Source: an optimization exercise on an open RTL-to-GDS flow (aim: small area). Production flows keep margins and buffers that such runs may drop.
Only simulation tests tie the RTL to the original design; equivalence was not proved.
Power is estimated from default activity; no workload was simulated.

## old
// Inverter_25Hz
module Inverter_25Hz(CLK_50M,DEV_CLRn,
                     R_PWM_LH_D,R_PWM_RH_D,
							I_PWM1_LL_D,I_PWM1_LH_D,I_PWM1_RL_D,I_PWM1_RH_D,
							I_PWM2_LL_D,I_PWM2_LH_D,I_PWM2_RL_D,I_PWM2_RH_D,
							BusOvp,IP_Ocp,InvOcp1,OP_Ovp1,InvOcp2,OP_Ovp2,
							Reset_D,CPLD1,
							OP_Rly1_D,OP_Rly2_D,OP_Scr1_D,OP_Scr2_D,
							COM1_IPF_C,COM2_IPF_C,COM1_OUT_D,COM2_OUT_D,
							R_PWM_LH_C,R_PWM_RH_C,
							I_PWM1_LL_C,I_PWM1_LH_C,I_PWM1_RL_C,I_PWM1_RH_C,
							I_PWM2_LL_C,I_PWM2_LH_C,I_PWM2_RL_C,I_PWM2_RH_C,
							BusOvp_D,IP_Ocp_D,InvOcp1_D,OP_Ovp1_D,InvOcp2_D,OP_Ovp2_D,
							CPLD2,CPLD_Data,
							EN1_4245,EN2_4245,
							OP_Rly1_C,OP_Rly2_C,OP_Scr1_C,OP_Scr2_C,
							COM1_IPF_D,COM2_IPF_D,COM1_OUT_C,COM2_OUT_C,
							LED1,LED2,LED3,LED4,LED5,LED6);
input CLK_50M,DEV_CLRn;
input R_PWM_LH_D,R_PWM_RH_D;
input I_PWM1_LL_D,I_PWM1_LH_D,I_PWM1_RL_D,I_PWM1_RH_D;
input I_PWM2_LL_D,I_PWM2_LH_D,I_PWM2_RL_D,I_PWM2_RH_D;
input BusOvp,IP_Ocp,InvOcp1,OP_Ovp1,InvOcp2,OP_Ovp2;
input Reset_D;
input CPLD1;
input OP_Rly1_D,OP_Rly2_D,OP_Scr1_D,OP_Scr2_D;
input COM1_IPF_C,COM2_IPF_C,COM1_OUT_D,COM2_OUT_D;
output R_PWM_LH_C,R_PWM_RH_C;
output I_PWM1_LL_C,I_PWM1_LH_C,I_PWM1_RL_C,I_PWM1_RH_C;
output I_PWM2_LL_C,I_PWM2_LH_C,I_PWM2_RL_C,I_PWM2_RH_C;
output BusOvp_D,IP_Ocp_D,InvOcp1_D,OP_Ovp1_D,InvOcp2_D,OP_Ovp2_D;
output CPLD2,CPLD_Data;
output EN1_4245,EN2_4245;
output OP_Rly1_C,OP_Rly2_C,OP_Scr1_C,OP_Scr2_C;
output COM1_IPF_D;
output reg COM2_IPF_D;
output COM1_OUT_C,COM2_OUT_C;
output LED1,LED2,LED3,LED4,LED5,LED6;
wire BusOvp_F,IP_Ocp_F,InvOcp1_F,OP_Ovp1_F,InvOcp2_F,OP_Ovp2_F;
wire R_PWM_LH_w,R_PWM_RH_w;
wire I_PWM1_LL_w,I_PWM1_LH_w,I_PWM1_RL_w,I_PWM1_RH_w;
wire I_PWM2_LL_w,I_PWM2_LH_w,I_PWM2_RL_w,I_PWM2_RH_w;
wire CPLD1_F;
wire InvOcp1_Dy,InvOcp2_Dy,OP_Ovp1_Dy,OP_Ovp2_Dy;
wire CP1;
Protect_Filter PF1(.CLK_50M(CLK_50M),.Rst_n(DEV_CLRn),
                   .BusOvp(BusOvp),.IP_Ocp(IP_Ocp),.InvOcp1(InvOcp1),.OP_Ovp1(OP_Ovp1),.InvOcp2(InvOcp2),.OP_Ovp2(OP_Ovp2),
  ...
Size: ~220 flip-flops, ~62 I/O pins.
==> module ProtCount, before the edit <==
module ProtCount #(parameter NW = 22, WA = 22, WB = 21,
                   parameter [NW-1:0] WC0 = 0, WT = 0,
                   parameter NE = 9, EA = 9, EB = 5,
                   parameter [NE-1:0] E0 = 0, ECS = 0)
  (clk, rst_n, rd, p, pwmen);
input clk, rst_n, rd, p;
output reg pwmen;
localparam [NW-1:0] WPOL = {(NW+1)/2{2'b10}};
localparam [NE-1:0] EPOL = {(NE+1)/2{2'b10}};
reg r1, r2, en;
reg [NW-1:0] ws;
reg [NE-1:0] es;
wire [NW-1:0] wb = ws ^ WPOL;
wire [NE-1:0] eb = es ^ EPOL;
wire full     = (wb == WT);
wire counting = en & ~full & rst_n;
wire wfb      = ~(wb[WA-1] ^ wb[WB-1]);
wire cs       = (eb == ECS);
wire efb      = ~(eb[EA-1] ^ eb[EB-1]) ^ cs;
wire neg      = r2 & ~r1;
always @(posedge clk)
 begin
  r1 <= p; r2 <= r1;
  en <= rst_n & (en ? ~full : ~p);
  ws <= (en ? {wb[NW-2:0], wfb} : WC0) ^ WPOL;
  es <= (counting ? (neg ? {eb[NE-2:0], efb} : eb) : E0) ^ EPOL;
  pwmen <= ~rst_n | (pwmen ? ~cs : rd);
 end
endmodule
==> module Protect_CountCur, before the edit <==
module Protect_CountCur(CLK_50M,Rst_n,ResetD,ProTect,PWMEN);
input CLK_50M,Rst_n,ResetD,ProTect;
output PWMEN;
ProtCount #(.NW(22), .WA(22), .WB(21), .WC0(22'd1398101), .WT(22'd1746261),
            .NE(9), .EA(9), .EB(5), .E0(9'd207), .ECS(9'd463))
  pc(.clk(CLK_50M), .rst_n(Rst_n), .rd(ResetD), .p(ProTect), .pwmen(PWMEN));
endmodule
==> module Protect_CountVol, before the edit <==
module Protect_CountVol(CLK_50M,Rst_n,ResetD,ProTect,PWMEN);
input CLK_50M,Rst_n,ResetD,ProTect;
output PWMEN;
ProtCount #(.NW(20), .WA(20), .WB(17), .WC0(20'd349525), .WT(20'd165388),
            .NE(4), .EA(4), .EB(3), .E0(4'd4), .ECS(4'd12))
  pc(.clk(CLK_50M), .rst_n(Rst_n), .rd(ResetD), .p(ProTect), .pwmen(PWMEN));
endmodule
==> module COM_Filter, before the edit <==
module COM_Filter(CLK_50M,Rst_n,COM1_IPF_C,COM1_IPF_D);
input CLK_50M,Rst_n,COM1_IPF_C;
output reg COM1_IPF_D;
localparam [3:0] R1  = 4'd2;
localparam [3:0] POL = 4'b1010;
reg v;
reg  [3:0] s;
wire [3:0] b   = s ^ POL;
wire       a   = &b[2:0];
wire       sat = a & b[3];
wire       fb  = ~(b[3] ^ b[2]) | a;
always @(posedge CLK_50M)
 begin
  if(!Rst_n)
   begin v <= 1'b0; s <= 4'b1111 ^ POL; end
  else
   begin
    v <= COM1_IPF_C;
    s <= ((COM1_IPF_C ^ v) ? R1 : {b[2:0], fb}) ^ POL;
   end
  if(sat) COM1_IPF_D <= v;
 end
endmodule
clock: 10.0 ns
lec_check: 0
cap_margin: 0
core_margin: 2
core_utilization: 70
place_density: 0.8
slew_margin: 0
standard.sh (not shown) runs the stock make flow with config.mk's settings and CLKGATE_MAP_FILE= SYNTH_SCRIPT=/design/flow/synth_recipe.tcl, a recipe that flattens the netlist after the stock synthesis.
==> flow/flow/run.sh <==
#!/bin/bash
# Standard ORFS layout (bash standard.sh) with changes made through ORFS's own knobs:
#  - port buffers are buf_1 cells;
#  - CTS uses only clkbuf_4 cells, leaf clusters of up to 10 sinks, and no dummy loads;
#  - after floorplan, logic cells that synthesis sized up are set back to drive 1.
# standard.sh's make output goes to standard.log; each step's log is under orfs/logs/.
set -euo pipefail
export BUFFER_PORTS_ARGS="-buffer_cell sky130_fd_sc_hd__buf_1"
export CTS_ARGS="-sink_clustering_enable -repair_clock_nets -dont_use_dummy_load -buf_list sky130_fd_sc_hd__clkbuf_4 -root_buf sky130_fd_sc_hd__clkbuf_4 -sink_clustering_size 10 -sink_clustering_max_diameter 50"
export POST_FLOORPLAN_TCL="$PWD/flow/downsize.tcl"
bash standard.sh > standard.log 2>&1
==> flow/flow/downsize.tcl <==
# Hook run after floorplan (POST_FLOORPLAN_TCL): synthesis sizes some logic cells up for
# fanout; put every combinational cell back to its drive-1 variant. Flip-flops and clock
# cells are left alone. The resizer's later repair_design fixes any slew or cap it needs.
set n 0
foreach inst [[ord::get_db_block] getInsts] {
  set m [[$inst getMaster] getName]
  if {![regexp {^sky130_fd_sc_hd__(\w+)_(\d+)$} $m -> base drv]} { continue }
  if {$drv <= 1} { continue }
  if {[regexp {^(df|edf|sdf|dl|clk|conb|tap|fill|decap)} $base]} { continue }
  set new "sky130_fd_sc_hd__${base}_1"
  if {[get_lib_cells -quiet $new] eq ""} { continue }
  replace_cell [$inst getName] $new
  incr n
}
puts "downsize.tcl: $n cells set to drive 1"
Relative to old, the following input files were edited for new:
==> flow/design.v, changed modules only <==
module ProtCount #(parameter NW = 22, WA = 22, WB = 21,
                   parameter [NW-1:0] WC0 = 0, WT = 0,
                   parameter NE = 9, EA = 9, EB = 5,
                   parameter [NE-1:0] E0 = 0, ECS = 0)
  (clk, rst_n, rd, p, pwmen);
input clk, rst_n, rd, p;
output reg pwmen;
localparam [NW-1:0] WPOL = {(NW+1)/2{2'b10}};
localparam [NE-1:0] EPOL = {(NE+1)/2{2'b10}};
reg r1, r2, en;
reg [NW-1:0] ws;
reg [NE-1:0] es;
wire [NW-1:0] wb = ws ^ WPOL;
wire [NE-1:0] eb = es ^ EPOL;
wire full     = (wb == WT);
wire counting = en & ~full & rst_n;
wire wfb      = ~(wb[WA-1] ^ wb[WB-1]);
wire cs       = (eb == ECS);
wire efb      = ~(eb[EA-1] ^ eb[EB-1]) ^ cs;
wire neg      = r2 & ~r1;
always @(posedge clk)
 begin
  r1 <= p; r2 <= r1;
  en <= rst_n & (en ? ~full : ~p);
  ws <= (counting ? {wb[NW-2:0], wfb} : WC0) ^ WPOL;
  es <= (counting ? (neg ? {eb[NE-2:0], efb} : eb) : E0) ^ EPOL;
  pwmen <= ~rst_n | (pwmen ? ~cs : rd);
 end
endmodule
module Protect_CountCur(CLK_50M,Rst_n,ResetD,ProTect,PWMEN);
input CLK_50M,Rst_n,ResetD,ProTect;
output PWMEN;
ProtCount #(.NW(22), .WA(22), .WB(21), .WC0(22'd2796202), .WT(22'd3492522),
            .NE(9), .EA(9), .EB(5), .E0(9'd207), .ECS(9'd463))
  pc(.clk(CLK_50M), .rst_n(Rst_n), .rd(ResetD), .p(ProTect), .pwmen(PWMEN));
endmodule
module Protect_CountVol(CLK_50M,Rst_n,ResetD,ProTect,PWMEN);
input CLK_50M,Rst_n,ResetD,ProTect;
output PWMEN;
ProtCount #(.NW(20), .WA(20), .WB(17), .WC0(20'd699050), .WT(20'd330777),
            .NE(4), .EA(4), .EB(3), .E0(4'd4), .ECS(4'd12))
  pc(.clk(CLK_50M), .rst_n(Rst_n), .rd(ResetD), .p(ProTect), .pwmen(PWMEN));
endmodule
module COM_Filter(CLK_50M,Rst_n,COM1_IPF_C,COM1_IPF_D);
input CLK_50M,Rst_n,COM1_IPF_C;
output reg COM1_IPF_D;
localparam [3:0] R1  = 4'd2;
localparam [3:0] POL = 4'b1010;
reg v;
reg  [3:0] s;
wire [3:0] b   = s ^ POL;
wire       a   = &b[2:0];
wire       sat = a & b[3];
wire       fb  = ~(b[3] ^ b[2]) | a;
always @(posedge CLK_50M)
 begin
  if(!Rst_n)
   begin v <= 1'b0; s <= 4'b1111 ^ POL; COM1_IPF_D <= 1'b0; end
  else
   begin
    v <= COM1_IPF_C;
    s <= ((COM1_IPF_C ^ v) ? R1 : {b[2:0], fb}) ^ POL;
    if(sat) COM1_IPF_D <= v;
   end
 end
endmodule
Cmp new vs old: register area share after synthesis lower in new
Higher fraction of power consumed by the clock network was reported by new, not old.
new ends up with higher timing-limited maximum frequency than old does.
Reported for new and old, worst-path maximum fanout turned out identical to the last digit.
Max worst slew margin relative to its limit across new and old: new
Comparing new and old, the lower fraction of final layout cells with drive strength greater than 1 is on old.
new and old ended up with nearly the same power in the clock group.
Summary of new over old: non-clock buffer count higher, final worst slack now larger.
Final design instance area without fill (lower): old
Fraction of the mapped netlist area in adder cells across new and old: no real change.
Looking at placed instance area, new sits about 0.8% higher than old does.

## re-timing with driven ports
How much do the figures lean on ideal ports? The routed layouts below were timed once more, with nothing changed but the port constraints. Step 1 sets driving cells, clkbuf_16 on the clock port and buf_2 on the other inputs (assumed; they add their load-dependent delay and slew). Step 2 also shifts input and output timing later by t, the mid clock arrival at the registers, as if the neighbouring blocks saw the same clock. Slacks: ideal ports / drivers / drivers and shift; pairs: ideal ports / drivers.
| run | t, ns | setup WS [ns] | worst setup path at the end | latest minus earliest clock arrival (ns) | worst register clock-pin slew, ns |
|---|---|---|---|---|---|
| old | 0.603 | 5.229 / 5.206 / 5.206 | input to output | 0.049 / 0.049 | 0.10 / 0.10 |
| new | 0.609 | 5.254 / 5.228 / 5.228 | input to output | 0.056 / 0.056 | 0.10 / 0.10 |
After both steps setup and hold are still met in every run listed. For new, which loses most, drivers alone change the setup slack by -0.026 ns; drivers and shift together by -0.026 ns.
